Source: an optimization exercise on an open RTL-to-GDS flow (aim: small area and a short achievable clock period). Production flows keep margins and buffers that such runs may drop.
At most, simulation tests tie the RTL to the original design; equivalence was not proved.
Function not checked in runs 1 and 3: the RTL went through the layout flow alone.
Power is estimated from default activity; no workload was simulated.

===== flow/design.v =====
module M216A_TopModule(
    input  wire       clk_i,
    input  wire       rst_i,
    input  wire [4:0] width_i,
    input  wire [4:0] height_i,
    output wire [7:0] index_x_o,
    output wire [7:0] index_y_o,
    output wire [3:0] strike_o
);
    wire [4:0] h = height_i;
    reg s10, s4, s3, s9, s13, s8, s78, s5, s6, s7;
    always @(posedge clk_i) begin
        s10 <= h == 5'd4;
        s4  <= h == 5'd6 || h == 5'd7;
        s3  <= h == 5'd8 || h == 5'd9;
        s9  <= h == 5'd11 || h == 5'd12;
        s13 <= h >= 5'd13;
        s8  <= h == 5'd4 || h == 5'd5;
        s78 <= h == 5'd7 || h == 5'd8;
        s5  <= h == 5'd9 || h == 5'd10;
        s6  <= h == 5'd5 || h == 5'd6;
        s7  <= h == 5'd10 || h == 5'd11;
    end
    wire [4:0] w = width_i;
    wire valid = s10 | s4 | s3 | s9 | s13 | s8 | s78 | s5 | s6 | s7;
    reg       started;
    reg [1:0] p;
    always @(posedge clk_i) begin
        if (rst_i) begin
            started <= 1'b0;
            p <= 2'd0;
        end else begin
            if (valid) started <= 1'b1;
            if (valid | started) p <= p + 2'd1;
        end
    end
    wire clr = rst_i | ~started;
    reg  [52:1] RH, RT;
    wire [3:0] T1  = RT[4:1],   T2  = RT[8:5],   T3  = RT[12:9],  T4  = RT[16:13];
    wire [3:0] T5  = RT[20:17], T6  = RT[24:21], T7  = RT[28:25], T8  = RT[32:29];
    wire [3:0] T9  = RT[36:33], T10 = RT[40:37], T11 = RT[44:41], T12 = RT[48:45];
    wire [3:0] T13 = RT[52:49];
    wire ab0 = ~(s10 | s4 | s3 | s9 | s13);
    wire ab1 = ~(s8 | s78 | s5 | s13);
    wire ab2 = ~(s6 | s78 | s7 | s13);
    wire [3:0] A0 = {4{s10}} & T10 | {4{s4}} & T4 | {4{s3}} & T3 | {4{s9}} & T9
                  | {4{s13}} & T13 | {4{ab0}};
    wire [3:0] A1 = {4{s8}} & T8 | {4{s78}} & T1 | {4{s5}} & T5 | {4{s13}} & T12
                  | {4{ab1}};
    wire [3:0] A2 = {4{s6}} & T6 | {4{s78}} & T2 | {4{s7}} & T7 | {4{s13}} & T11
                  | {4{ab2}};
    wire p01 = ~(s78 & s3);
    wire p02 = ~(s78 & s3 | s4 & s6 | s9 & s7);
    function cmp4;
        input [3:0] a, b;
        input c;
        integer i;
        reg r;
        begin
            r = c;
            for (i = 0; i < 4; i = i + 1)
                r = (~a[i] & b[i]) | (~a[i] & r) | (b[i] & r);
            cmp4 = r;
        end
    endfunction
    wire [3:0] klo = 4'd0 - w[3:0];
    wire [3:0] kn  = p[0] ? 4'd7 : klo;
    reg le01, le02, le12, f0, f1, f2;
    always @(posedge clk_i) begin
        if (~p[1]) begin
            le01 <= cmp4(A0, A1, p[0] ? le01 : p01);
            le02 <= cmp4(A0, A2, p[0] ? le02 : p02);
            le12 <= cmp4(A1, A2, ~p[0] | le12);
            f0   <= cmp4(A0, kn, ~p[0] | f0);
            f1   <= cmp4(A1, kn, ~p[0] | f1);
            f2   <= cmp4(A2, kn, ~p[0] | f2);
        end
    end
    wire win0 = le01 & le02;
    wire win1 = ~le01 & le12;
    wire win2 = ~win0 & ~win1;
    wire fit = win0 & f0 | win1 & f1 | win2 & f2;
    wire [3:0] Tsel = {4{win0}} & A0 | {4{win1}} & A1 | {4{win2}} & A2;
    wire [3:0] cid = {4{win0 & s10}} & 4'd10 | {4{win0 & s4}} & 4'd4 | {4{win0 & s3}} & 4'd3
                   | {4{win0 & s9}} & 4'd9 | {4{win0 & s13}} & 4'd13
                   | {4{win1 & s8}} & 4'd8 | {4{win1 & s78}} & 4'd1 | {4{win1 & s5}} & 4'd5
                   | {4{win1 & s13}} & 4'd12
                   | {4{win2 & s6}} & 4'd6 | {4{win2 & s78}} & 4'd2 | {4{win2 & s7}} & 4'd7
                   | {4{win2 & s13}} & 4'd11;
    reg inc;
    wire [3:0] addend = p[0] ? {3'b0, inc} : w[3:0];
    wire [4:0] sum = Tsel + addend;
    reg [3:0] sumr;
    always @(posedge clk_i) begin
        inc  <= sum[4] | w[4];
        sumr <= sum[3:0];
    end
    reg [3:0] code;
    reg [6:0] xq;    
    always @(posedge clk_i) begin
        if (rst_i)
            code <= 4'd0;
        else if (p == 2'd2)
            code <= ~valid ? 4'd0 : (fit ? cid : 4'd15);
    end
    always @(posedge clk_i) begin
        if (p == 2'd2) xq[3:0] <= Tsel;
        if (p == 2'd3) xq[6:4] <= Tsel[2:0];
    end
    wire wph = p[0] ~^ p[1];    
    wire [3:0] wdat = sumr & {4{~clr}};
    reg  [13:1] wen;
    integer s;
    always @(*) begin
        for (s = 1; s <= 13; s = s + 1)
            wen[s] = clr | (wph & (code == s));
    end
    always @(posedge clk_i) begin
        for (s = 1; s <= 13; s = s + 1) begin
            RH[4*s -: 4] <= RT[4*s -: 4];
            RT[4*s -: 4] <= wen[s] ? wdat : RH[4*s -: 4];
        end
    end
    reg [7:0] ytab;
    always @(*) begin
        case (code)
            4'd1:  ytab = 8'd0;
            4'd2:  ytab = 8'd8;
            4'd3:  ytab = 8'd16;
            4'd4:  ytab = 8'd25;
            4'd5:  ytab = 8'd32;
            4'd6:  ytab = 8'd42;
            4'd7:  ytab = 8'd48;
            4'd8:  ytab = 8'd59;
            4'd9:  ytab = 8'd64;
            4'd10: ytab = 8'd76;
            4'd11: ytab = 8'd80;
            4'd12: ytab = 8'd96;
            4'd13: ytab = 8'd112;
            default: ytab = 8'd128;
        endcase
    end
    reg [6:0] xo, yo;
    reg       xy7;
    reg [3:0] so;
    wire strike = code == 4'd15;
    always @(posedge clk_i) begin
        if (rst_i) begin
            xo  <= 7'd0;
            yo  <= 7'd0;
            xy7 <= 1'b0;
            so  <= 4'd0;
        end else if (p == 2'd2 && code != 4'd0) begin
            xo  <= strike ? 7'd0 : xq;
            yo  <= ytab[6:0];
            xy7 <= strike;
            if (strike) so <= so + 4'd1;
        end
    end
    assign index_x_o = {xy7, xo};
    assign index_y_o = {xy7, yo};
    assign strike_o  = so;
endmodule

===== flow/flow/run.sh =====
#!/bin/bash
# Standard layout with two changes: the port buffers are buf_2 cells, and
# synthesis maps the logic with flow/abc.script instead of ORFS's
# abc_speed.script (same synthesis otherwise, so the registers are the
# standard synthesis's).  Each step's output goes to its own log here.
set -e
rm -rf scripts_abc
cp -r "$FLOW_HOME/scripts" scripts_abc
cp flow/abc.script scripts_abc/abc_speed.script
export BUFFER_PORTS_ARGS="-buffer_cell sky130_fd_sc_hd__buf_2"
bash standard.sh SCRIPTS_DIR="$PWD/scripts_abc" CTS_ARGS='-sink_clustering_enable -repair_clock_nets -dont_use_dummy_load -buf_list {sky130_fd_sc_hd__clkbuf_4 sky130_fd_sc_hd__clkbuf_8}' finish > standard.log 2>&1

===== flow/flow/abc.script =====
strash
&get -n
&fraig -x
&put
scorr
dc2
dretime
strash
&get -n
&dch -f
&nf
&put

===== flow/standard.sh =====
#!/bin/bash
# synth_recipe.tcl (not shown) runs the flow's synth.tcl, then flattens the netlist and writes it again
# the make line also repeats each setting of config.mk as NAME=value (left out here)
make -C /OpenROAD-flow-scripts/flow DESIGN_CONFIG=/design/flow/config.mk WORK_HOME=/design/flow/orfs CLKGATE_MAP_FILE= SYNTH_SCRIPT=/design/flow/synth_recipe.tcl "${@:-finish}"

===== flow/config.mk =====
export PLATFORM = sky130hd
export DESIGN_NAME = M216A_TopModule
export DESIGN_NICKNAME = M216A_TopModule
export VERILOG_FILES = /design/flow/design.v
export SDC_FILE = /design/flow/constraint.sdc
export NUM_CORES = 4
export LEC_CHECK = 0
export CAP_MARGIN = 20
export CORE_MARGIN = 2
export CORE_UTILIZATION = 40
export CTS_BUF_LIST = sky130_fd_sc_hd__clkbuf_4 sky130_fd_sc_hd__clkbuf_8
export GPL_TIMING_DRIVEN = 0
export SETUP_SLACK_MARGIN = 1.8
export SLEW_MARGIN = 20

===== flow/constraint.sdc =====
create_clock -name core_clock -period 4.0 [get_ports {clk_i}]
set_input_delay 0.8000 -clock core_clock [delete_from_list [all_inputs] [get_ports {clk_i}]]
set_output_delay 0.8000 -clock core_clock [all_outputs]
set_load 0.01 [all_outputs]

==> run notes, run 1 <==
Status - timing/DRC/antenna clean
Ys Warns - 1
Initial core utilization - 0.407
CTS max path bufs - 2
Crit. End Element - flop
Final GP Congestion - 0.905
Gr usage total - 0.197
Hold_sp - RT[38]
Routed via count - 4,364
Critical path's slowest cell - or4_4
PortBufs - 31
Synth unique cells - 44
Critical Path Max Stage Delay - 0.55 ns
R2R setup slack - 1.71 ns
Row count - 43
Vias in the first global route - 4,316
Drt wl/cell - 17.8 um
Mapped Nets - 560
Number of DRC markers in iteration 0 - 422
Worst Hold Class - reg -> reg
Final period utilization - 0.573
Final Hold Fails - 0
Relative slew margins - 0.499
Reg2Reg Depth - 7
Final setup fails - 0
Post-Syn Area - 0.00563 mm^2
Ant diodes - 0
Power Total - 0.00325 W
First-pass GRT wire length - 22,300 um
Synth Area in XOR/XNOR - 0.00778
Post-Syn Area per Cell - 10.5 um^2
Crit-path max FO - 6
# DRC - 0
DRT Pass-1 Iters - 5
Routed Antenna Nets - 0
DP HPWL - 9350 um
Worst-path clk slew - 0.08 ns
Fmax - 0.436 GHz
Die H - 123 um
Static Leak - 2.62 nW
VDD IR max - 0.258 mV
H-tree Lvls - 4
Critical R2R Capture - f2
Area delta synth->final - 19.7%
CP required - 4.20 ns
CP Launch Type - flop
Largest net degree at the start of global routing - 29
Post-synthesis compound-gate area fraction - 0.204
Commonest non-fill, non-tap cell in the layout - dfxtp_1
Register bit count reported by yosys - 158
Worst r2r src - s13
Die X - 123 um
Clk_skew - 0.0215 ns
Die ar. - 0.0150 mm^2
Largest family of logic cells by synthesized area - compound AO/OA/AOI/OAI gates
Post-Synthesis Cells - 535
Routed vias/inst - 5.55
Worst skew pair latency - 0.45 ns
Fin nets - 634
Buf+Inv Stages, Crit Path - 3
Hold path depth - 0
Setup TNS - 0 ns
Slew Limit Fails - 0
CP Class - reg -> reg
Simple-gate share of the synthesized area - 0.147
Initial antenna violation count - 0
WP data arrival - 2.49 ns
Post-Synth Adder-Cell Area - 0.0409
Sequential cell area fraction in the yosys report - 0.585
Clock sinks - 158
CTS Root Buffer Type - clkbuf_8
CTS tree - done
Worst Max-Slew Pin Slew - 0.751 ns
PD cells - 482 mW/mm^2
Final min period - 2.29 ns
I/O pins - 32
Hold Path Sink - RH[38]
Mux cell area share after synthesis - 0.00200
Num CTS Buffers - 17
Grt ovf - 0
Layout cells sized above 1 - 0.222
Commonest cells after routing, fill and taps aside - dfxtp_1, nand2_1, a22o_1, nor2_1, buf_2
Largest delay share family, worst path - simple AND/OR/NAND/NOR gates
Max Cap Viol - 0
WL final - 14,000 um
Critical-path cell list - or4_4 -> buf_4 -> nand3_2 -> buf_4 -> clkinv_1 -> maj3_2 -> maj3_2
Core region area - 0.0138 mm^2
RSZ-0062 raised after global routing - yes
[area by class of cell]
type | instances | area (um^2)
well taps | 180 | 225
fillers | 1275 | 7090
multi-input cells | 359 | 2510
repair buffers | 55 | 353
clock buffers | 17 | 234
plain buffers | 2 | 15.0
inverters | 16 | 72.6
flip-flops and latches | 158 | 3320
[report_power, final]
group / internal, W / leakage, nW / switching [W] / total (W)
Clock: 0.000374 / 0.122 / 0.000480 / 0.000854
Sequential: 0.00169 / 1.30 / 0.0000742 / 0.00176
Combinational: 0.000260 / 1.20 / 0.000372 / 0.000631
Total: 0.00232 / 2.62 / 0.000926 / 0.00325
[through the flow]
stage / std cells / hold slack (ns) / area, um^2 / util / setup slack, ns
after floorplan: 535 / 0.330 / 5680 / - / 1.68
after global placement: 746 / 0.338 / 6060 / 0.438 / 1.15
after detailed placement: 746 / 0.340 / 6060 / 0.438 / 1.16
after CTS: 782 / 0.339 / 6580 / 0.476 / 1.71
after global routing: 787 / 0.338 / 6730 / 0.487 / 1.56
final: 787 / 0.336 / 6730 / 0.487 / 1.71
[cells by family (layout without fill, tap and decap cells)]
logic type                 Yosys count  after routing
AOI/OAI and AO/OA                  157            157
xor gates and xnor gates             5              5
adders and majority gates           19             19
buffers and inverters               18             90
DFF                                158            158
muxes                                1              1
and+or+nand+nor                    177            177
[state kept, by name, indices dropped and copies added, names as in the netlist, 2 cells and up]
signal and flops:
so 4, xq 7, xo 7, yo 7
RH 52, code 4, RT 52, p 2
sumr 4
[cells in the mapped netlist]
cell type  number  area, um^2
a21o_1          1        7.51
nor4_1          1        6.26
buf_4           2        15.0
a222oi_1        8        80.1
mux2_1          1        11.3
nor2_1         46         173
a31oi_1         3        18.8
or2_0           2        12.5
a22o_1         49         429
a21oi_1        32         160
maj3_1          6        60.1
and3b_1         1        8.76
a31o_1          1        8.76
and3_1          7        43.8
nand3_1        18        90.1
xor2_1          2        17.5
o221ai_1        4        35.0
nand4_1         3        18.8
a21boi_0        1        7.51
ha_1           12         150
nor3b_1         3        22.5
or3_1           2        12.5
o21ai_0        15        75.1
a2bb2oi_1       2        17.5
clkinv_1       16        60.1
o22ai_1         9        56.3
xnor2_1         3        26.3
a21bo_1         1        10.0
edfxtp_1       13         390
nand2b_1        9        56.3
nand2_1        57         214
dfxtp_1       145        2900
o21a_1          4        30.0
a22oi_1        20         150
and2_0          7        43.8
a221oi_1        2        17.5
or4_1           2        15.0
fa_1            1        20.0
a211oi_1        1        7.51
o21bai_1        1        7.51
a32o_1          2        20.0
nor2b_1        10        62.6
a32oi_1         1        8.76
nor3_1          9        45.0
[what timing repair did]
action	CTS	global route
hold buffers	0	0
resized for setup	44	32
pin swaps	10	17
setup endpoints to repair	78	59
gates cloned	0	0
setup buffers	19	5
[how the worst max path moves through the flow]
stage | depth (start not counted) | end | slack [ns] | startpoint
2_1_floorplan | 7 | f2 | 1.68 | width_i[1]
3_3_place_gp | 6 | yo[5] | 1.15 | p[0]
3_5_place_dp | 6 | yo[5] | 1.16 | p[0]
4_1_cts | 10 | sumr[3] | 1.71 | s13
5_1_grt | 10 | inc | 1.56 | s13
6_report | 7 | f2 | 1.71 | s13
[routing by layer]
| metal | vias to the layer above | part of all wire | GRT usage |
|---|---|---|---|
| met5 | - | 0 | 0 |
| met4 | 0 | 0.021 | 0.0790 |
| met3 | 23 | 0.047 | 0.0534 |
| met2 | 132 | 0.48 | 0.315 |
| met1 | 2091 | 0.45 | 0.254 |
| li1 | 2118 | - | - |
==> inputs of run 2 (changes only) <==
--- a/flow/design.v
+++ b/flow/design.v
@@ -34,7 +34,7 @@
             if (valid | started) p <= p + 2'd1;
         end
     end
-    wire clr = rst_i | ~started;
+    wire clr = ~started;
     reg  [52:1] RH, RT;
     wire [3:0] T1  = RT[4:1],   T2  = RT[8:5],   T3  = RT[12:9],  T4  = RT[16:13];
     wire [3:0] T5  = RT[20:17], T6  = RT[24:21], T7  = RT[28:25], T8  = RT[32:29];
@@ -87,28 +87,27 @@
                    | {4{win1 & s13}} & 4'd12
                    | {4{win2 & s6}} & 4'd6 | {4{win2 & s78}} & 4'd2 | {4{win2 & s7}} & 4'd7
                    | {4{win2 & s13}} & 4'd11;
+    reg [4:0] wr;    
+    reg [6:0] xq;
     reg inc;
-    wire [3:0] addend = p[0] ? {3'b0, inc} : w[3:0];
-    wire [4:0] sum = Tsel + addend;
-    reg [3:0] sumr;
     always @(posedge clk_i) begin
-        inc  <= sum[4] | w[4];
-        sumr <= sum[3:0];
+        wr <= width_i;
+        if (p == 2'd2) xq[3:0] <= Tsel;
+        if (p == 2'd3) xq[6:4] <= Tsel[2:0];
     end
+    wire [4:0] lsum = xq[3:0] + wr[3:0];
+    always @(posedge clk_i) inc <= lsum[4] | wr[4];
+    wire [3:0] hsum = {1'b0, xq[6:4]} + {3'b0, inc};
+    wire [3:0] sum = p[0] ? lsum[3:0] : hsum;    
     reg [3:0] code;
-    reg [6:0] xq;    
     always @(posedge clk_i) begin
         if (rst_i)
             code <= 4'd0;
         else if (p == 2'd2)
             code <= ~valid ? 4'd0 : (fit ? cid : 4'd15);
     end
-    always @(posedge clk_i) begin
-        if (p == 2'd2) xq[3:0] <= Tsel;
-        if (p == 2'd3) xq[6:4] <= Tsel[2:0];
-    end
     wire wph = p[0] ~^ p[1];    
-    wire [3:0] wdat = sumr & {4{~clr}};
+    wire [3:0] wdat = sum & {4{~clr}};
     reg  [13:1] wen;
     integer s;
     always @(*) begin
@@ -140,17 +139,21 @@
             default: ytab = 8'd128;
         endcase
     end
+    reg ld, strike;
+    always @(posedge clk_i) begin
+        ld     <= ~rst_i & (p == 2'd1) & (code != 4'd0);
+        strike <= code == 4'd15;
+    end
     reg [6:0] xo, yo;
     reg       xy7;
     reg [3:0] so;
-    wire strike = code == 4'd15;
     always @(posedge clk_i) begin
         if (rst_i) begin
             xo  <= 7'd0;
             yo  <= 7'd0;
             xy7 <= 1'b0;
             so  <= 4'd0;
-        end else if (p == 2'd2 && code != 4'd0) begin
+        end else if (ld) begin
             xo  <= strike ? 7'd0 : xq;
             yo  <= ytab[6:0];
             xy7 <= strike;
==> run 2 against run 1 <==
Still clean. Clock skew shrank 0.011 ns. Via count grew 3.2%. Sequential cell count grew 3. Highest routed layer unchanged.
==> run notes, run 2 <==
H-tree Lvls - 4
Worst skew pair latency - 0.44 ns
Routed via count - 4,504
Regs by FF count - RH x52, RT x52
Slew Limit Fails - 0
Share of the synthesized area in the top cell type - 0.514
Crit-path max FO - 8
First-pass GRT wire length - 22,300 um
CP Launch Type - flop
CP Class - reg -> reg
Worst Max-Slew Pin Slew - 0.842 ns
Clk_skew - 0.0106 ns
Register bit count reported by yosys - 161
Fmax - 0.468 GHz
RSZ-0062 raised after global routing - yes
Final Hold Fails - 0
CP required - 4.37 ns
Setup TNS - 0 ns
Largest area contributor in the netlist - dfxtp_1
Num CTS Buffers - 17
Routed Antenna Nets - 0
DRT Pass-1 Iters - 8
Clock sinks - 161
Number of DRC markers in iteration 0 - 312
Critical Path Max Stage Delay - 0.58 ns
Post-Syn Area per Cell - 9.95 um^2
Ant diodes - 0
CTS tree - done
Relative slew margins - 0.438
Async SR Flop Fraction - 0
Gr usage total - 0.193
PortBufs - 31
# DRC - 0
Final period utilization - 0.534
Most common cell in the synthesized netlist - dfxtp_1
Critical path's slowest cell - or4_4
Die X - 124 um
Static Leak - 2.46 nW
Synth unique cells - 49
WP data arrival - 2.51 ns
Core region area - 0.0140 mm^2
PD cells - 479 mW/mm^2
Final GP Congestion - 0.878
Count of flip-flops with a built-in enable after synthesis - 13
Fin nets - 666
Ys Warns - 1
WL final - 14,000 um
Critical-path cell list - or4_4 -> or4b_4 -> nor2_4 -> mux2_1 -> nor2_1
Worst Hold Class - reg -> reg
VDD IR max - 0.228 mV
Post-synth top flop - dfxtp_1
Layout cells sized above 1 - 0.118
Final min period - 2.14 ns
Vias in the first global route - 4,296
Initial core utilization - 0.412
CTS max path bufs - 2
Max Cap Viol - 0
Final setup fails - 0
Commonest non-fill, non-tap cell in the layout - dfxtp_1
Mapped Nets - 607
CTS Root Buffer Type - clkbuf_8
Grt ovf - 0
Post-Synthesis Cells - 579
Commonest cells after routing, fill and taps aside - dfxtp_1, o21ai_0, nand2_1, nand3_1, nor2_1
Initial antenna violation count - 0
Status - timing/DRC/antenna clean
Crit. End Element - flop
DP HPWL - 9590 um
Die H - 124 um
Drt wl/cell - 17.1 um
Routed vias/inst - 5.52
Top post-synthesis cells by area - dfxtp_1, edfxtp_1, o21ai_0
Worst-path clk slew - 0.07 ns
Area delta synth->final - 13.4%
Power Total - 0.00313 W
Row count - 43
Die ar. - 0.0154 mm^2
Largest net degree at the start of global routing - 39
Post-Syn Area - 0.00576 mm^2
Commonest cells in the synthesized netlist - dfxtp_1, o21ai_0, nand2_1
Sequential cell area fraction in the yosys report - 0.582
I/O pins - 32
## run 2: cell count changes after synthesis, moves of 4 or more
cell	before	now
nor2b_1	10	14
a22o_1	49	1
clkinv_1	16	10
a211oi_1	1	5
a21oi_1	32	21
nor2_1	46	35
nand3_1	18	56
o21ai_0	15	74
nand2_1	57	64
a311oi_1	0	4
maj3_1	6	1
o211ai_1	0	4
## run 2: power by group
part / internal, W / total [W] / switching [W]
Clock: 0.000375 / 0.000857 / 0.000483
Combinational: 0.000182 / 0.000483 / 0.000301
Sequential: 0.00171 / 0.00179 / 0.0000826
## run 2: worst paths after layout
| check | slack [ns] | endpoint | startpoint | depth (start not counted) |
|---|---|---|---|---|
| setup reg to reg | 1.86 | p[1] | s13 | 5 |
| setup / recovery | 1.86 | p[1] | s13 | 5 |
| hold / removal | 0.35 | RH[2] | RT[2] | 0 |
| hold reg to reg | 0.35 | RH[2] | RT[2] | 0 |
## run 2: cells by family (layout without fill, tap and decap cells)
family / Yosys count / in the layout / share of synthesized area
AOI/OAI and AO/OA: 165 / 165 / 0.179
DFF: 161 / 161 / 0.582
and+or+nand+nor: 217 / 217 / 0.181
buffers and inverters: 12 / 69 / 0.00912
xor gates and xnor gates: 5 / 5 / 0.00760
adders and majority gates: 17 / 17 / 0.0378
muxes: 2 / 2 / 0.00369
## run 2: routing by layer
layer  track usage  wire length [um]  part of all wire
met2         0.307              6300              0.45
met1         0.256              6610              0.47
met3        0.0453               814             0.058
met4        0.0709               253             0.018
met5             0                 0                 0
## run 2: layout make-up
| class | count | area, um^2 |
|---|---|---|
| plain buffers | 2 | 15.0 |
| clock buffers | 17 | 234 |
| fillers | 1358 | 7450 |
| inverters | 10 | 41.3 |
| multi-input cells | 406 | 2410 |
| flip-flops and latches | 161 | 3370 |
| well taps | 180 | 225 |
| repair buffers | 40 | 239 |
## run 2: timing repair
item	CTS	global route
setup endpoints to repair	67	32
hold buffers	0	0
gates cloned	0	0
pin swaps	2	0
buffers inserted	3	3
resized for setup	8	9
## run 2: stage by stage
step	cell area, um^2	utilization	setup slack [ns]	hold WS, ns	instances
6_report	6530	0.467	1.86	0.348	816
5_1_grt	6530	0.467	1.80	0.356	816
4_1_cts	6470	0.463	1.80	0.347	813
3_5_place_dp	6200	0.443	1.12	0.340	793
3_3_place_gp	6150	0.440	0.959	0.335	790
2_1_floorplan	5770	-	1.82	0.330	579
## run 2: worst max-delay path: cells and delay by family, from the launching register on
| kind | cells | cell delay (ns) |
|---|---|---|
| simple gates | 4 | 1.37 |
| mux | 1 | 0.32 |
| flops | 1 | 0.39 |
==> inputs of run 3 (changes only) <==
--- a/flow/design.v
+++ b/flow/design.v
@@ -8,8 +8,9 @@
     output wire [3:0] strike_o
 );
     wire [4:0] h = height_i;
-    reg s10, s4, s3, s9, s13, s8, s78, s5, s6, s7;
+    reg s10, s4, s3, s9, s13, s8, s78, s5, s6, s7, valid;
     always @(posedge clk_i) begin
+        valid <= |h[4:2];
         s10 <= h == 5'd4;
         s4  <= h == 5'd6 || h == 5'd7;
         s3  <= h == 5'd8 || h == 5'd9;
@@ -22,7 +23,6 @@
         s7  <= h == 5'd10 || h == 5'd11;
     end
     wire [4:0] w = width_i;
-    wire valid = s10 | s4 | s3 | s9 | s13 | s8 | s78 | s5 | s6 | s7;
     reg       started;
     reg [1:0] p;
     always @(posedge clk_i) begin
==> run 3 against run 2 <==
Still clean on timing, DRC and antenna. Synthesized cell count fell by 2.2%. Die area down 0.34%. Register-to-register slack got worse by 0.03 ns. Clock skew rose by 0.0093 ns. Wire length increased by 0.42%. Via count down 0.82%. Sequential cell count rose by 1.
==> run notes, run 3 <==
Die H - 124 um
Commonest cells in the synthesized netlist - dfxtp_1, o21ai_0, nand2_1, nand3_1, a21oi_1
Register bit count reported by yosys - 162
Worst skew pair latency - 0.46 ns
Status - timing/DRC/antenna clean
Cts hold-fix bufs - 0
I/O pins - 32
WL met3 - 824 um
Layout Cells excl Fill - 804
H-tree Lvls - 4
Fillers - 1,314
Highest routed layer - met4
Row count - 43
Placed cell area - 0.00618 mm^2
Most common cell in the synthesized netlist - dfxtp_1
Core region area - 0.0139 mm^2
Mapped Nets - 594
Final period utilization - 0.541
Worst Max-Slew Pin Slew - 0.843 ns
Drt wl/cell - 17.5 um
Routed vias/inst - 5.56
Critical Path Max Stage Delay - 0.61 ns
Buf+Inv Stages, Crit Path - 0
Static Leak - 2.46 nW
Placed cell count - 780
CP Depth - 5
Design area - 0.00652 mm^2
Routed metal-1 wire length - 6420 um
DP HPWL - 9570 um
Gr usage total - 0.192
Die X - 124 um
Routed via count - 4,467
Max Cap Viol - 0
Async SR Flop Fraction - 0
Grt ovf - 0
Final GP Congestion - 0.845
Layout cells sized above 1 - 0.125
PD cells - 472 mW/mm^2
Reg2Reg Depth - 5
RSZ-0062 raised after global routing - yes
Largest delay share family, worst path - simple AND/OR/NAND/NOR gates
Share of the synthesized area in the top cell type - 0.519
Worst Hold Class - reg -> reg
VDD IR max - 0.233 mV
Ant diodes - 0
CTS max path bufs - 2
Initial core utilization - 0.412
Final setup fails - 0
Sequential cell area fraction in the yosys report - 0.587
Post-Syn Area - 0.00574 mm^2
Vias in the first global route - 4,232
PortBufs - 31
Relative slew margins - 0.437
Worst hold slack - 0.345 ns
Largest net degree at the start of global routing - 35
Final Hold Fails - 0
# DRC - 0
Regs by FF count - RH x52, RT x52
DRT Pass-1 Iters - 5
Die ar. - 0.0153 mm^2
Clock sinks - 162
Hold path depth - 0
CP required - 4.20 ns
Fin nets - 654
Clk_skew - 0.0199 ns
Routed Antenna Nets - 0
Setup TNS - 0 ns
Number of DRC markers in iteration 0 - 310
Worst-path clk slew - 0.08 ns
Post-Synthesis Cells - 566
CTS Root Buffer Type - clkbuf_8
Ys Warns - 1
Fmax - 0.462 GHz
Top post-synthesis cells by area - dfxtp_1, edfxtp_1, o21ai_0
Num CTS Buffers - 17
Post-synth top flop - dfxtp_1
Crit-path max FO - 19
Multi-input gate area - 0.00237 mm^2
CP Class - reg -> reg
CP Launch Type - flop
WP data arrival - 2.37 ns
Critical-path cell list - or4_1 -> and3_2 -> maj3_1 -> o221ai_1 -> a21oi_1
FF/Latch Area - 0.00338 mm^2
Count of flip-flops with a built-in enable after synthesis - 13
Crit. End Element - flop
CTS tree - done
Post-Syn Area per Cell - 10.1 um^2
Commonest non-fill, non-tap cell in the layout - dfxtp_1
Area delta synth->final - 13.5%
Final min period - 2.16 ns
Slew Limit Fails - 0
Initial antenna violation count - 0
Routed length on met2 - 6460 um
Synth unique cells - 51
Largest area contributor in the netlist - dfxtp_1
Commonest cells after routing, fill and taps aside - dfxtp_1, o21ai_0, nand2_1, nand3_1, a21oi_1
WL final - 14,000 um
Critical path's slowest cell - or4_1
First-pass GRT wire length - 22,100 um
[run 3: changes by cell type in the layout (fill, tap and decap cells not counted), moves of 4 or more]
cell / change
nand2_1: -10
nor3_1: -4
o22ai_1: -4
nand3_1: -5
a222oi_1: -4
o21ai_0: -12
a22oi_1: +8
a21oi_1: +11
[run 3: kinds of logic (layout without fill, tap and decap cells)]
family,count (synthesis),in the layout,share of synthesized area
multiplexers,1,1,0.00174
AND/OR/NAND/NOR,195,195,0.164
buffers and inverters,14,72,0.0105
flip-flops,162,162,0.587
XOR/XNOR,5,5,0.00762
adder cells (fa/ha/maj),20,20,0.0431
AO/OA/AOI/OAI,169,169,0.186
[run 3: cell type report]
type | count | share of cell area
Clock buffer | 17 | 0.0359
Buffer | 2 | 0.00230
Tap cell | 180 | 0.0346
Timing Repair Buffer | 41 | 0.0378
Inverter | 12 | 0.00710
Multi-Input combinational cell | 390 | 0.363
Sequential cell | 162 | 0.519
[run 3: through the flow]
stage                     utilization  power (W)  worst slack [ns]
final                           0.468    0.00308              1.84
after CTS                       0.463    0.00307              1.83
after detailed placement        0.444    0.00219              1.19
after global routing            0.468    0.00321              1.76
after floorplan                     -    0.00205              1.81
after global placement          0.440    0.00217             0.552
[run 3: path summary, 6_finish.rpt]
kind | start | endpoint | slack [ns]
min | RT[16] | RH[16] | 0.35
max | s13 | le12 | 1.84
max reg2reg | s13 | le12 | 1.84
min reg2reg | RT[16] | RH[16] | 0.35
[run 3: power breakdown]
group	switching (W)	internal (W)
clock network	0.000503	0.000374
registers	0.0000699	0.00171
logic	0.000262	0.000163
[run 3: metal layers]
metal	global-route usage	vias up
met5	0	-
met3	0.0531	26
met4	0.0817	0
li1	-	2187
met1	0.244	2101
met2	0.306	153
[run 3: repair_timing]
item / in CTS / in global routing
pin swaps: 1 / 2
setup endpoints to repair: 63 / 27
gates resized for setup: 9 / 9
buffers inserted: 1 / 6
endpoints found under the hold margin: 0 / 0
==> inputs of run 4 (changes only) <==
--- a/flow/design.v
+++ b/flow/design.v
@@ -8,9 +8,8 @@
     output wire [3:0] strike_o
 );
     wire [4:0] h = height_i;
-    reg s10, s4, s3, s9, s13, s8, s78, s5, s6, s7, valid;
+    reg s10, s4, s3, s9, s13, s8, s78, s5, s6, s7;
     always @(posedge clk_i) begin
-        valid <= |h[4:2];
         s10 <= h == 5'd4;
         s4  <= h == 5'd6 || h == 5'd7;
         s3  <= h == 5'd8 || h == 5'd9;
@@ -23,6 +22,7 @@
         s7  <= h == 5'd10 || h == 5'd11;
     end
     wire [4:0] w = width_i;
+    wire valid = s10 | s4 | s3 | s9 | s13 | s8 | s78 | s5 | s6 | s7;
     reg       started;
     reg [1:0] p;
     always @(posedge clk_i) begin
--- a/flow/flow/run.sh
+++ b/flow/flow/run.sh
@@ -8,4 +8,4 @@
 cp -r "$FLOW_HOME/scripts" scripts_abc
 cp flow/abc.script scripts_abc/abc_speed.script
 export BUFFER_PORTS_ARGS="-buffer_cell sky130_fd_sc_hd__buf_2"
-bash standard.sh SCRIPTS_DIR="$PWD/scripts_abc" CTS_ARGS='-sink_clustering_enable -repair_clock_nets -dont_use_dummy_load -buf_list {sky130_fd_sc_hd__clkbuf_4 sky130_fd_sc_hd__clkbuf_8}' finish > standard.log 2>&1
+bash standard.sh SCRIPTS_DIR="$PWD/scripts_abc" CTS_ARGS='-sink_clustering_enable -repair_clock_nets -dont_use_dummy_load -buf_list {sky130_fd_sc_hd__clkbuf_4 sky130_fd_sc_hd__clkbuf_8}' RECOVER_POWER=100 finish > standard.log 2>&1
==> run 4 against run 3 <==
First-iteration DRC count grew 3.5%. Still clean on timing, DRC and antenna. Non-clock buffer count shrank 1. Final cell count grew 1.5%.
==> run notes, run 4 <==
Status - timing/DRC/antenna clean
CP required - 4.29 ns
Sequential Power Share - 0.574
Placed cell count - 793
Row count - 43
Regs by FF count - RH x52, RT x52
Final setup fails - 0
Initial antenna violation count - 0
Post-synth top flop - dfxtp_1
Commonest cells after routing, fill and taps aside - dfxtp_1, o21ai_0, nand2_1, nand3_1, nor2_1
Largest area contributor in the netlist - dfxtp_1
Routed vias/inst - 5.54
Commonest non-fill, non-tap cell in the layout - dfxtp_1
Met2 usage - 0.307
Critical path's slowest cell - dfxtp_1
Most used routing layer - met2
Core region area - 0.0140 mm^2
Final Hold Fails - 0
PD cells - 483 mW/mm^2
Post-Syn Area - 0.00576 mm^2
Psw - 0.000864 W
Share of the synthesized area in the top cell type - 0.514
Number of DRC markers in iteration 0 - 321
Mapped Nets - 607
CTS tree - done
Crit-path max FO - 21
Critical-path cell list - clkinvlp_2 -> ha_4 -> nand4_1 -> and2_0 -> nand2_1 -> o21ai_0
Ant diodes - 0
Clock power frac - 0.274
Routed Antenna Nets - 0
CTS max path bufs - 2
Worst-path clk slew - 0.07 ns
Async SR Flop Fraction - 0
DP HPWL - 9590 um
R2R setup slack - 1.23 ns
RSZ-0062 raised after global routing - yes
Post-Syn Area per Cell - 9.95 um^2
Largest net degree at the start of global routing - 39
H-tree Lvls - 4
VDD IR max - 0.227 mV
Drt wl/cell - 17.1 um
Area delta synth->final - 12.2%
Comb power frac - 0.152
Worst Max-Slew Pin Slew - 0.916 ns
Design area - 0.00647 mm^2
DRT Pass-1 Iters - 5
Power Total - 0.00312 W
Gr usage total - 0.193
Layout Cells excl Fill - 816
Fmax - 0.361 GHz
Clock sinks - 161
I/O pins - 32
Count of flip-flops with a built-in enable after synthesis - 13
Switch share - 0.277
Routed via count - 4,522
# DRC - 0
Top post-synthesis cells by area - dfxtp_1, edfxtp_1, o21ai_0
Post-Synthesis Cells - 579
Initial core utilization - 0.412
CTS Root Buffer Type - clkbuf_8
Final min period - 2.77 ns
Max Cap Viol - 0
Static Leak - 2.34 nW
Worst Hold Class - reg -> reg
Multi-input gate area - 0.00239 mm^2
Num CTS Buffers - 17
FF/Latch Area - 0.00336 mm^2
Synth unique cells - 49
Most common cell in the synthesized netlist - dfxtp_1
Fillers - 1,375
Buf+Inv Stages, Crit Path - 1
Setup TNS - 0 ns
First-pass GRT wire length - 22,300 um
Final GP Congestion - 0.878
Final period utilization - 0.693
Slew Limit Fails - 0
Global-route met3 utilization - 0.0453
Int Pwr - 0.00226 W
Critical Path Max Stage Delay - 0.85 ns
CP Launch Type - flop
Layout cells sized above 1 - 0.0676
Ys Warns - 1
Die H - 124 um
Grt ovf - 0
Register bit count reported by yosys - 161
Met1 Use GR - 0.256
Relative slew margins - 0.388
Die ar. - 0.0154 mm^2
Largest delay share family, worst path - flip-flops
Die X - 124 um
Clk_skew - 0.0100 ns
CP Class - reg -> reg
Worst skew pair latency - 0.44 ns
Commonest cells in the synthesized netlist - dfxtp_1, o21ai_0, nand2_1
Vias in the first global route - 4,296
WL final - 14,000 um
Sequential cell area fraction in the yosys report - 0.582
PortBufs - 31
Fin nets - 666
WP data arrival - 3.06 ns
Crit. End Element - flop
Placed cell area - 0.00620 mm^2
## run 4: cell count changes in the layout (fill, tap and decap cells not counted), moves of 5 or more
cell      change
o21ai_0      +12
clkbuf_1     +26
a21oi_1      -11
nand3_1       +5
nand2_1      +10
buf_2        -26
a22oi_1       -8
## run 4: per-stage QoR
stage | utilization | setup slack [ns] | hold WS, ns
final | 0.462 | 1.23 | 0.347
after global routing | 0.462 | 1.00 | 0.356
after CTS | 0.463 | 1.80 | 0.347
after detailed placement | 0.443 | 1.12 | 0.340
after global placement | 0.440 | 0.959 | 0.335
after floorplan | - | 1.82 | 0.330
## run 4: final timing paths
path,startpoint,end,cells past startpoint
min reg2reg,RT[2],RH[2],0
max,p[0],RT[45],6
max reg2reg,p[0],RT[45],6
min,RT[2],RH[2],0
## run 4: cell type report
| class | instances | area share |
|---|---|---|
| inverter | 10 | 0.00600 |
| tap | 180 | 0.0348 |
| multi-input combinational | 406 | 0.369 |
| clock buffer | 17 | 0.0362 |
| timing repair buffer | 40 | 0.0319 |
| sequential | 161 | 0.520 |
| buffer | 2 | 0.00232 |
## run 4: layer usage
| layer | share of wire | wire [um] | vias up |
|---|---|---|---|
| met5 | 0 | 0 | - |
| met3 | 0.064 | 891 | 17 |
| met2 | 0.45 | 6280 | 155 |
| met1 | 0.47 | 6560 | 2117 |
| li1 | - | - | 2233 |
| met4 | 0.018 | 252 | 0 |
## run 4: kinds of logic after synthesis
family / share of synthesized area
XOR/XNOR: 0.00760
AO/OA/AOI/OAI: 0.179
AND/OR/NAND/NOR: 0.181
buffers and inverters: 0.00912
multiplexers: 0.00369
adder cells (fa/ha/maj): 0.0378
flip-flops: 0.582
## run 4: timing repair
item,in CTS,in global routing
pin swaps,2,0
hold endpoints to repair,0,0
hold buffers,0,0
setup buffers,3,3
setup endpoints to repair,67,32
gates resized for setup,8,9
## run 4: power by group through the flow
| stage | combinational (W) | clock [W] | sequential [W] |
|---|---|---|---|
| floorplan | 0.000299 | 0 | 0.00181 |
| CTS | 0.000463 | 0.000884 | 0.00179 |
| global route | 0.000526 | 0.000951 | 0.00180 |
| finish | 0.000474 | 0.000857 | 0.00179 |
| global placement | 0.000420 | 0 | 0.00183 |
| detailed placement | 0.000452 | 0 | 0.00183 |
==> inputs of run 5 (changes only) <==
--- a/flow/design.v
+++ b/flow/design.v
@@ -8,8 +8,13 @@
     output wire [3:0] strike_o
 );
     wire [4:0] h = height_i;
-    reg s10, s4, s3, s9, s13, s8, s78, s5, s6, s7;
+    reg s10, s4, s3, s9, s13, s8, s78, s5, s6, s7, valid;
+    reg ab0, ab1, ab2;    
     always @(posedge clk_i) begin
+        valid <= |h[4:2];
+        ab0 <= h == 5'd5 || h == 5'd10;
+        ab1 <= h == 5'd6 || h == 5'd11 || h == 5'd12;
+        ab2 <= h == 5'd4 || h == 5'd9 || h == 5'd12;
         s10 <= h == 5'd4;
         s4  <= h == 5'd6 || h == 5'd7;
         s3  <= h == 5'd8 || h == 5'd9;
@@ -22,7 +27,6 @@
         s7  <= h == 5'd10 || h == 5'd11;
     end
     wire [4:0] w = width_i;
-    wire valid = s10 | s4 | s3 | s9 | s13 | s8 | s78 | s5 | s6 | s7;
     reg       started;
     reg [1:0] p;
     always @(posedge clk_i) begin
@@ -40,9 +44,6 @@
     wire [3:0] T5  = RT[20:17], T6  = RT[24:21], T7  = RT[28:25], T8  = RT[32:29];
     wire [3:0] T9  = RT[36:33], T10 = RT[40:37], T11 = RT[44:41], T12 = RT[48:45];
     wire [3:0] T13 = RT[52:49];
-    wire ab0 = ~(s10 | s4 | s3 | s9 | s13);
-    wire ab1 = ~(s8 | s78 | s5 | s13);
-    wire ab2 = ~(s6 | s78 | s7 | s13);
     wire [3:0] A0 = {4{s10}} & T10 | {4{s4}} & T4 | {4{s3}} & T3 | {4{s9}} & T9
                   | {4{s13}} & T13 | {4{ab0}};
     wire [3:0] A1 = {4{s8}} & T8 | {4{s78}} & T1 | {4{s5}} & T5 | {4{s13}} & T12
@@ -67,20 +68,27 @@
     wire [3:0] kn  = p[0] ? 4'd7 : klo;
     reg le01, le02, le12, f0, f1, f2;
     always @(posedge clk_i) begin
-        if (~p[1]) begin
-            le01 <= cmp4(A0, A1, p[0] ? le01 : p01);
-            le02 <= cmp4(A0, A2, p[0] ? le02 : p02);
-            le12 <= cmp4(A1, A2, ~p[0] | le12);
-            f0   <= cmp4(A0, kn, ~p[0] | f0);
-            f1   <= cmp4(A1, kn, ~p[0] | f1);
-            f2   <= cmp4(A2, kn, ~p[0] | f2);
-        end
+        le01 <= cmp4(A0, A1, p[0] ? le01 : p01);
+        le02 <= cmp4(A0, A2, p[0] ? le02 : p02);
+        le12 <= cmp4(A1, A2, ~p[0] | le12);
+        f0   <= cmp4(A0, kn, ~p[0] | f0);
+        f1   <= cmp4(A1, kn, ~p[0] | f1);
+        f2   <= cmp4(A2, kn, ~p[0] | f2);
     end
     wire win0 = le01 & le02;
     wire win1 = ~le01 & le12;
     wire win2 = ~win0 & ~win1;
     wire fit = win0 & f0 | win1 & f1 | win2 & f2;
-    wire [3:0] Tsel = {4{win0}} & A0 | {4{win1}} & A1 | {4{win2}} & A2;
+    reg wr0, wr1, wr2;
+    always @(posedge clk_i) begin
+        wr0 <= win0;
+        wr1 <= win1;
+        wr2 <= win2;
+    end
+    wire sel0 = p[0] ? wr0 : win0;    
+    wire sel1 = p[0] ? wr1 : win1;
+    wire sel2 = p[0] ? wr2 : win2;
+    wire [3:0] Tsel = {4{sel0}} & A0 | {4{sel1}} & A1 | {4{sel2}} & A2;
     wire [3:0] cid = {4{win0 & s10}} & 4'd10 | {4{win0 & s4}} & 4'd4 | {4{win0 & s3}} & 4'd3
                    | {4{win0 & s9}} & 4'd9 | {4{win0 & s13}} & 4'd13
                    | {4{win1 & s8}} & 4'd8 | {4{win1 & s78}} & 4'd1 | {4{win1 & s5}} & 4'd5
--- a/flow/flow/run.sh
+++ b/flow/flow/run.sh
@@ -8,4 +8,4 @@
 cp -r "$FLOW_HOME/scripts" scripts_abc
 cp flow/abc.script scripts_abc/abc_speed.script
 export BUFFER_PORTS_ARGS="-buffer_cell sky130_fd_sc_hd__buf_2"
-bash standard.sh SCRIPTS_DIR="$PWD/scripts_abc" CTS_ARGS='-sink_clustering_enable -repair_clock_nets -dont_use_dummy_load -buf_list {sky130_fd_sc_hd__clkbuf_4 sky130_fd_sc_hd__clkbuf_8}' RECOVER_POWER=100 finish > standard.log 2>&1
+bash standard.sh SCRIPTS_DIR="$PWD/scripts_abc" CTS_ARGS='-sink_clustering_enable -repair_clock_nets -dont_use_dummy_load -buf_list {sky130_fd_sc_hd__clkbuf_4 sky130_fd_sc_hd__clkbuf_8}' finish > standard.log 2>&1
==> run 5 against run 4 <==
Still clean. Fmax increased by 35%. Final cell count grew 0.12%. Die area increased by 0.95%. Critical path depth rose by 1. Clock power grew 2.5%. Critical path type unchanged.
==> run notes, run 5 <==
Worst r2r src - xq[0]
Ys Warns - 1
Initial core utilization - 0.405
Met2 usage - 0.284
Largest net degree at the start of global routing - 39
Initial antenna violation count - 0
Async SR Flop Fraction - 0
Sequential Power Share - 0.600
H-tree Lvls - 4
Commonest non-fill, non-tap cell in the layout - dfxtp_1
Most used routing layer - met2
Die ar. - 0.0155 mm^2
Critical path's slowest cell - edfxtp_1
Clock sinks - 168
Cts hold-fix bufs - 0
Worst-path clk slew - 0.08 ns
# DRC - 0
Max Cap Viol - 0
Slew Limit Fails - 0
CTS max path bufs - 2
Worst Max-Slew Pin Slew - 0.862 ns
Largest delay share family, worst path - adder cells
Critical Path Max Stage Delay - 0.43 ns
Clk_skew - 0.0210 ns
Post-Syn Area - 0.00582 mm^2
Fmax - 0.485 GHz
Die X - 125 um
PD cells - 459 mW/mm^2
Row count - 44
Ant diodes - 0
CP Class - reg -> reg
CTS tree - done
Switch share - 0.253
Grt ovf - 0
Final period utilization - 0.515
Routed via count - 4,523
Worst hold slack - 0.348 ns
Final GP Congestion - 0.806
Comb power frac - 0.106
Crit. End Element - flop
Relative slew margins - 0.425
Static Leak - 2.48 nW
Reg2Reg Depth - 7
Crit-path max FO - 13
Routed Antenna Nets - 0
Critical-path cell list - ha_1 -> fa_1 -> nand2_1 -> nand2_1 -> o22ai_1 -> nand2_2 -> o21ai_0
Fin nets - 663
Synth unique cells - 45
Vias in the first global route - 4,275
First-pass GRT wire length - 22,500 um
Regs by FF count - RH x52, RT x52
CP required - 4.37 ns
DP HPWL - 9610 um
RSZ-0062 raised after global routing - no
Design area - 0.00652 mm^2
CTS Root Buffer Type - clkbuf_8
Register bit count reported by yosys - 168
Final Hold Fails - 0
Gr usage total - 0.185
R2R setup slack - 1.94 ns
Hold_sp - RT[34]
Post-Synthesis Cells - 581
Post-Syn Area per Cell - 10.0 um^2
Psw - 0.000758 W
Final setup fails - 0
Worst Hold Class - reg -> reg
CP dominant cell by count - nand2_1
Top post-synthesis cells by area - dfxtp_1, o21ai_0, nand3_1
Number of DRC markers in iteration 0 - 354
Final min period - 2.06 ns
Drt wl/cell - 17.0 um
PortBufs - 31
Sequential cell area fraction in the yosys report - 0.590
Area delta synth->final - 12.0%
Commonest cells after routing, fill and taps aside - dfxtp_1, o21ai_0, nand2_1, nand3_1, a21oi_1
Layout cells sized above 1 - 0.0995
Die H - 125 um
DRT Pass-1 Iters - 5
Met1 Use GR - 0.248
Num CTS Buffers - 17
Pre-CTS WS - 1.10 ns
Largest area contributor in the netlist - dfxtp_1
Buf+Inv Stages, Crit Path - 0
Hold Path Sink - RH[34]
Core region area - 0.0144 mm^2
Global-route met3 utilization - 0.0442
Count of flip-flops with a built-in enable after synthesis - 7
Share of the synthesized area in the top cell type - 0.554
Commonest cells in the synthesized netlist - dfxtp_1, o21ai_0, nand2_1
CP Launch Type - flop
Clock power frac - 0.293
WL final - 13,900 um
Routed vias/inst - 5.54
I/O pins - 32
Int Pwr - 0.00224 W
WP data arrival - 2.43 ns
Post-synth top flop - dfxtp_1
Critical R2R Capture - RT[3]
Most common cell in the synthesized netlist - dfxtp_1
Placed cell area - 0.00624 mm^2
Setup TNS - 0 ns
Worst skew pair latency - 0.45 ns
VDD IR max - 0.229 mV
Status - timing/DRC/antenna clean
Hold path depth - 0
PnR worst setup slack - 1.94 ns
Mapped Nets - 609
run 5: changes by cell type after synthesis, moves of 3 or more:
| cell | before | now |
|---|---|---|
| a21oi_1 | 21 | 37 |
| dfxtp_1 | 148 | 161 |
| nand3_1 | 56 | 48 |
| edfxtp_1 | 13 | 7 |
| nor3_1 | 10 | 5 |
| nor3b_1 | 6 | 1 |
| o21ai_0 | 74 | 69 |
| a22oi_1 | 17 | 13 |
| clkinv_1 | 10 | 14 |
| a221oi_1 | 2 | 5 |
| a2bb2oi_1 | 1 | 4 |
| and2_0 | 8 | 11 |
| o211ai_1 | 4 | 1 |
run 5: repair_timing:
item	in CTS	in global routing
cloned	0	0
pin swaps	1	1
setup buffers	1	1
endpoints found under the setup margin	64	9
gates resized for setup	5	3
run 5: power groups by stage:
stage | logic, W | clock network, W | registers (W)
after floorplan | 0.000200 | 0 | 0.00182
after global placement | 0.000285 | 0 | 0.00184
after detailed placement | 0.000306 | 0 | 0.00183
after CTS | 0.000311 | 0.000901 | 0.00180
after global routing | 0.000350 | 0.000968 | 0.00180
final | 0.000318 | 0.000878 | 0.00180
run 5: worst max-delay path by stage:
stage          depth (start not counted)  endpoint  slack [ns]       start
5_1_grt                                7    RT[51]        1.84       xq[0]
4_1_cts                                4     xq[6]        1.86         s13
3_3_place_gp                           2    RT[32]        0.99     started
3_5_place_dp                           6     RT[7]        1.10        p[0]
6_report                               7     RT[3]        1.94       xq[0]
2_1_floorplan                          7        f2        1.86  width_i[0]
run 5: area by class of cell:
| cell class | count | area, um^2 |
|---|---|---|
| Sequential cell | 168 | 3440 |
| Fill cell | 1375 | 7850 |
| Timing Repair Buffer | 35 | 198 |
| Clock buffer | 17 | 234 |
| Inverter | 14 | 53.8 |
| Tap cell | 184 | 230 |
| Buffer | 2 | 15.0 |
| Multi-Input combinational cell | 397 | 2350 |
run 5: kinds of logic after synthesis:
family	share of synthesized area
XOR/XNOR	0.00752
flip-flops	0.590
adder cells (fa/ha/maj)	0.0391
AND/OR/NAND/NOR	0.159
buffers and inverters	0.0116
multiplexers	0.00559
AO/OA/AOI/OAI	0.187
run 5: metal layers:
layer | wire [um] | vias up | share of wire
li1 | - | 2206 | -
met4 | 314 | 0 | 0.023
met3 | 833 | 26 | 0.060
met5 | 0 | - | 0
met2 | 6180 | 148 | 0.45
met1 | 6550 | 2143 | 0.47
run 5: per-stage QoR:
step | total power (W) | util | instances
6_report | 0.00299 | 0.454 | 817
2_1_floorplan | 0.00202 | - | 581
4_1_cts | 0.00301 | 0.452 | 816
3_5_place_dp | 0.00214 | 0.434 | 798
3_3_place_gp | 0.00212 | 0.432 | 796
5_1_grt | 0.00312 | 0.454 | 817
==> inputs of run 6 (changes only) <==
--- a/flow/config.mk
+++ b/flow/config.mk
@@ -10,5 +10,5 @@
 export CORE_UTILIZATION = 40
 export CTS_BUF_LIST = sky130_fd_sc_hd__clkbuf_4 sky130_fd_sc_hd__clkbuf_8
 export GPL_TIMING_DRIVEN = 0
-export SETUP_SLACK_MARGIN = 1.8
+export SETUP_SLACK_MARGIN = 2.4
 export SLEW_MARGIN = 20
==> run 6 against run 5 <==
Fmax grew 12%. Register-to-register slack gained 0.22 ns. Critical path type unchanged. Critical endpoint is now le12. Sequential share of layout area shrank 8.1 points. Synthesized cell count is the same. Area after synthesis is the same. First-iteration DRC count grew 12%. Clock power grew 2%. Core utilization grew 9.0 points. Sequential cell count is the same. Critical path depth is the same.
==> run notes, run 6 <==
Placed cell area - 0.00633 mm^2
Routed via count - 4,945
Synth unique cells - 45
CP required - 4.38 ns
Top post-synthesis cells by area - dfxtp_1, o21ai_0, nand3_1
Drt wl/cell - 18.5 um
Final period utilization - 0.461
Most used routing layer - met2
Crit. End Element - flop
Routed vias/inst - 5.62
Buf+Inv Stages, Crit Path - 2
Final setup fails - 0
Global-route met3 utilization - 0.0524
Largest delay share family, worst path - compound AO/OA/AOI/OAI gates
Critical-path cell list - a222oi_1 -> nand2_1 -> buf_4 -> buf_6 -> a22o_1 -> a21o_1 -> a22oi_1
CP Launch Type - flop
Row count - 44
Grt ovf - 0
DRT Pass-1 Iters - 6
Critical Path Max Stage Delay - 0.45 ns
Setup TNS - 0 ns
Pre-CTS WS - 1.73 ns
Die X - 125 um
Routed Antenna Nets - 0
Post-Syn Area - 0.00582 mm^2
PnR worst setup slack - 2.16 ns
Max Cap Viol - 0
Setup crit start - s8
Static Leak - 2.99 nW
Mapped Nets - 609
Final GP Congestion - 0.828
Critical path's slowest cell - a222oi_1
WL final - 16,300 um
Ant diodes - 0
Met2 usage - 0.338
CP Class - reg -> reg
VDD IR max - 0.258 mV
DP HPWL - 9760 um
Commonest non-fill, non-tap cell in the layout - dfxtp_1
Worst-path clk slew - 0.08 ns
CTS tree - done
Ys Warns - 1
Final min period - 1.84 ns
Regs by FF count - RH x52, RT x52
Placed cell count - 798
CTS Root Buffer Type - clkbuf_8
Die ar. - 0.0155 mm^2
Worst Max-Slew Pin Slew - 0.588 ns
Count of flip-flops with a built-in enable after synthesis - 7
Sequential cell area fraction in the yosys report - 0.590
Worst skew pair latency - 0.46 ns
Area delta synth->final - 34.3%
Hold_sp - RT[14]
Post-Synthesis Cells - 581
CTS max path bufs - 2
I/O pins - 32
Clock sinks - 168
Worst Hold Class - reg -> reg
Register bit count reported by yosys - 168
PortBufs - 31
Share of the synthesized area in the top cell type - 0.554
Relative slew margins - 0.608
Initial antenna violation count - 0
# DRC - 0
WP data arrival - 2.22 ns
Final Hold Fails - 0
Clk_skew - 0.0225 ns
Post-Syn Area per Cell - 10.0 um^2
Core region area - 0.0144 mm^2
H-tree Lvls - 4
Post-synth top flop - dfxtp_1
Largest area contributor in the netlist - dfxtp_1
Die H - 125 um
Design area - 0.00782 mm^2
RSZ-0062 raised after global routing - yes
Async SR Flop Fraction - 0
Vias in the first global route - 4,759
Commonest cells after routing, fill and taps aside - dfxtp_1, nand2_1, buf_4, nand3_1, buf_6
Layout cells sized above 1 - 0.353
Fmax - 0.542 GHz
Number of DRC markers in iteration 0 - 397
Num CTS Buffers - 17
First-pass GRT wire length - 25,300 um
Layout Cells excl Fill - 880
Commonest cells in the synthesized netlist - dfxtp_1, o21ai_0, nand2_1
Worst r2r src - s8
Fin nets - 726
Most common cell in the synthesized netlist - dfxtp_1
PD cells - 413 mW/mm^2
Gr usage total - 0.209
Initial core utilization - 0.405
Slew Limit Fails - 0
Met1 Use GR - 0.266
Largest net degree at the start of global routing - 44
Status - timing/DRC/antenna clean
Worst hold slack - 0.345 ns
Crit-path max FO - 5
-- run 6: cell types whose count changed in the layout (fill, tap and decap cells not counted), moves of 9 or more --
| cell | previous run | this run |
|---|---|---|
| nand3_1 | 48 | 36 |
| dfxtp_1 | 158 | 128 |
| dfxtp_2 | 2 | 25 |
| o21ai_1 | 0 | 25 |
| nand2_1 | 62 | 53 |
| nand3_2 | 0 | 10 |
| buf_6 | 0 | 36 |
| o21ai_0 | 69 | 21 |
| buf_2 | 31 | 9 |
| o21ai_2 | 0 | 22 |
| buf_4 | 5 | 48 |
-- run 6: area by class of cell --
cell class / count / area (um^2)
inverter: 14 / 90.1
sequential: 168 / 3490
timing repair buffer: 96 / 878
tap: 184 / 230
clock buffer: 17 / 234
fill: 1212 / 6550
multi-input combinational: 399 / 2870
buffer: 2 / 22.5
-- run 6: timing repair --
| action | CTS | global route |
|---|---|---|
| cloned | 2 | 0 |
| hold buffers | 0 | 0 |
| resized for setup | 164 | 54 |
| setup endpoints to repair | 102 | 94 |
| setup buffers | 49 | 14 |
| pin swaps | 58 | 21 |
-- run 6: final timing paths --
check | cells past startpoint | slack [ns] | end
worst max register to register | 7 | 2.16 | le12
worst min register to register | 0 | 0.34 | RH[14]
worst min-delay path | 0 | 0.34 | RH[14]
worst max-delay path | 7 | 2.16 | le12
-- run 6: kinds of logic (layout without fill, tap and decap cells) --
family | Yosys count | in the layout | share of synthesized area
and+or+nand+nor | 197 | 198 | 0.159
muxes | 3 | 3 | 0.00559
DFF | 168 | 168 | 0.590
xor gates and xnor gates | 5 | 5 | 0.00752
adders and majority gates | 18 | 18 | 0.0391
AOI/OAI and AO/OA | 174 | 175 | 0.187
buffers and inverters | 16 | 129 | 0.0116
-- run 6: where the power goes --
group / total, W / internal (W) / switching [W]
logic: 0.000526 / 0.000238 / 0.000288
clock network: 0.000893 / 0.000375 / 0.000519
registers: 0.00181 / 0.00174 / 0.0000655
-- run 6: per-stage QoR --
step	power, W	util
2_1_floorplan	0.00204	-
3_3_place_gp	0.00215	0.439
3_5_place_dp	0.00216	0.440
4_1_cts	0.00317	0.520
5_1_grt	0.00335	0.544
6_report	0.00323	0.544
-- run 6: metal layers --
layer | up-vias | routed length (um)
li1 | 2348 | -
met1 | 2369 | 7050
met2 | 184 | 7790
met3 | 44 | 957
met4 | 0 | 522
met5 | - | 0
==> inputs of run 7 (changes only) <==
--- a/flow/config.mk
+++ b/flow/config.mk
@@ -10,5 +10,5 @@
 export CORE_UTILIZATION = 40
 export CTS_BUF_LIST = sky130_fd_sc_hd__clkbuf_4 sky130_fd_sc_hd__clkbuf_8
 export GPL_TIMING_DRIVEN = 0
-export SETUP_SLACK_MARGIN = 2.4
+export SETUP_SLACK_MARGIN = 1.5
 export SLEW_MARGIN = 20
==> run 7 against run 6 <==
Still clean on timing, DRC and antenna. First-iteration DRC count is 9.6% lower. Sequential cell count stayed put. Synthesized cell count unchanged. Final area shrank 17%. Non-clock buffer count is 62 lower. Sequential power about the same. Setup slack got worse by 0.41 ns. Global-route usage is 2.4 points lower. Via count decreased by 9.1%. Core utilization down 9.2 points.
==> run notes, run 7 <==
PortBufs - 31
WL final - 13,900 um
CP Class - reg -> reg
Ys Warns - 1
Hold path depth - 0
Final setup fails - 0
Top post-synthesis cells by area - dfxtp_1, o21ai_0, nand3_1
RSZ-0062 raised after global routing - no
Number of DRC markers in iteration 0 - 359
Placed cell count - 798
Largest net degree at the start of global routing - 39
Share of the synthesized area in the top cell type - 0.554
WP data arrival - 2.62 ns
Routed vias/inst - 5.51
Routed via count - 4,495
Reg2Reg Depth - 7
Mapped Nets - 609
Core region area - 0.0144 mm^2
Post-synth top flop - dfxtp_1
Commonest non-fill, non-tap cell in the layout - dfxtp_1
Initial core utilization - 0.405
Layout Cells excl Fill - 816
Post-Syn Area - 0.00582 mm^2
Static Leak - 2.47 nW
Slew Limit Fails - 0
Fillers - 1,375
CP required - 4.37 ns
Critical R2R Capture - RT[3]
Async SR Flop Fraction - 0
FF/Latch Area - 0.00344 mm^2
Sequential cell area fraction in the yosys report - 0.590
Fmax - 0.444 GHz
Commonest cells in the synthesized netlist - dfxtp_1, o21ai_0, nand2_1
Num CTS Buffers - 17
Worst Max-Slew Pin Slew - 0.858 ns
Status - timing/DRC/antenna clean
Largest area contributor in the netlist - dfxtp_1
Crit. End Element - flop
Most common cell in the synthesized netlist - dfxtp_1
Regs by FF count - RH x52, RT x52
Worst-path clk slew - 0.08 ns
DRT Pass-1 Iters - 5
Pre-CTS WS - 1.10 ns
Die H - 125 um
Post-layout util - 0.452
Die ar. - 0.0155 mm^2
Initial antenna violation count - 0
Worst r2r src - xq[0]
Gr usage total - 0.185
Final GP Congestion - 0.806
CTS Root Buffer Type - clkbuf_8
H-tree Lvls - 4
Grt ovf - 0
# DRC - 0
Final min period - 2.25 ns
Count of flip-flops with a built-in enable after synthesis - 7
Multi-input gate area - 0.00233 mm^2
Routed Antenna Nets - 0
Final period utilization - 0.563
VDD IR max - 0.228 mV
Hold_sp - RT[34]
Synth unique cells - 45
Post-Synthesis Cells - 581
Max Cap Viol - 0
I/O pins - 32
CTS tree - done
Post-Syn Area per Cell - 10.0 um^2
Crit-path max FO - 13
Cts hold-fix bufs - 0
DP HPWL - 9610 um
Relative slew margins - 0.427
Register bit count reported by yosys - 168
Layout cells sized above 1 - 0.0934
Clock sinks - 168
Drt wl/cell - 17.0 um
Area delta synth->final - 11.6%
CP Launch Type - flop
Vias in the first global route - 4,261
Commonest cells after routing, fill and taps aside - dfxtp_1, o21ai_0, nand2_1, nand3_1, a21oi_1
Worst Hold Class - reg -> reg
PnR worst setup slack - 1.75 ns
Final Hold Fails - 0
Row count - 44
Die X - 125 um
Clk_skew - 0.0236 ns
Ant diodes - 0
Fin nets - 662
Setup TNS - 0 ns
Hold Path Sink - RH[34]
Worst skew pair latency - 0.46 ns
CTS max path bufs - 2
PD cells - 461 mW/mm^2
First-pass GRT wire length - 22,500 um
R2R setup slack - 1.75 ns
run 7: stage by stage:
stage	hold WS (ns)	power (W)	instance area (um^2)
after floorplan	0.330	0.00202	5820
after global placement	0.334	0.00212	6200
after detailed placement	0.336	0.00214	6240
after CTS	0.352	0.00301	6480
after global routing	0.353	0.00312	6490
final	0.348	0.00299	6490
run 7: how the worst max path moves through the flow:
stage / slack [ns] / start / to / depth (start not counted)
2_1_floorplan: 1.86 / width_i[0] / f2 / 7
3_3_place_gp: 0.99 / started / RT[32] / 2
3_5_place_dp: 1.10 / p[0] / RT[7] / 6
4_1_cts: 1.56 / p[0] / RT[7] / 6
5_1_grt: 1.61 / xq[0] / RT[51] / 7
6_report: 1.75 / xq[0] / RT[3] / 7
run 7: kinds of logic (layout without fill, tap and decap cells):
group                    Yosys count  in the layout  share of synthesized area
XOR/XNOR                           5              5                    0.00752
buffers and inverters             16             67                     0.0116
multiplexers                       3              3                    0.00559
flip-flops                       168            168                      0.590
AO/OA/AOI/OAI                    174            174                      0.187
AND/OR/NAND/NOR                  197            197                      0.159
adder cells (fa/ha/maj)           18             18                     0.0391
run 7: power by group:
part           leakage [nW]  total [W]  switching (W)  internal (W)
Combinational         0.972   0.000313       0.000199      0.000114
Sequential             1.37    0.00180      0.0000540       0.00174
Clock                 0.122   0.000881       0.000506      0.000375
run 7: final cells by class:
| class | count | area share |
|---|---|---|
| plain buffers | 2 | 0.00231 |
| clock buffers | 17 | 0.0360 |
| inverters | 14 | 0.00867 |
| multi-input cells | 397 | 0.359 |
| flip-flops and latches | 168 | 0.530 |
| well taps | 184 | 0.0355 |
| repair buffers | 34 | 0.0293 |
run 7: routing by layer:
layer	global-route usage	wire (um)	vias up
li1	-	-	2202
met1	0.247	6550	2113
met2	0.284	6170	156
met3	0.0442	799	24
met4	0.0820	341	0
met5	0	0	-
run 7: what timing repair did:
item / 4_1_cts / 5_1_grt
buffers inserted: 0 / 1
setup endpoints to repair: 54 / 26
resized for setup: 2 / 2
pin swaps: 0 / 1
hold endpoints to repair: 0 / 0
run 7: critical path: stages, from the launching register on:
cell	delay, ns
edfxtp_1	0.42
ha_1	0.25
fa_1	0.41
nand2_1	0.11
nand2_1	0.06
o22ai_1	0.15
nand2_1	0.44
o21ai_0	0.34

[what the ideal ports hide]
The flow's constraints put no driver on any port. The routed layouts listed below were extracted and timed again, unchanged, in two steps. Step 1 (the two cells are an assumption about what drives the block):
set clk [get_ports {clk_i}]
set_driving_cell -lib_cell sky130_fd_sc_hd__clkbuf_16 $clk
set_driving_cell -lib_cell sky130_fd_sc_hd__buf_2 [delete_from_list [all_inputs] $clk]
Step 2 times the ports against the registers' clock, not the clock port: input delays grow and output delays shrink by t, the midpoint of the rising clock arrivals with the driver on. a / b / c = ideal ports / drivers / drivers and shift; a / b = the first two.
run | t, ns | setup slack, ns | hold slack, ns
run 1 | 0.480 | 1.706 / 1.706 / 1.459 | 0.336 / 0.336 / 0.336
run 2 | 0.470 | 1.864 / 1.864 / 1.655 | 0.348 / 0.348 / 0.348
run 3 | 0.483 | 1.836 / 1.836 / 1.524 | 0.345 / 0.345 / 0.345
run 4 | 0.470 | 1.229 / 1.229 / 1.229 | 0.347 / 0.347 / 0.347
run 5 | 0.476 | 1.940 / 1.940 / 1.571 | 0.348 / 0.348 / 0.348
run 6 | 0.489 | 2.155 / 2.155 / 1.862 | 0.345 / 0.345 / 0.345
run 7 | 0.480 | 1.746 / 1.746 / 1.562 | 0.348 / 0.348 / 0.348
After both steps every run listed still meets setup and hold. For run 5, which loses most, drivers alone change the setup slack by 0.000 ns; drivers and shift together by -0.369 ns.
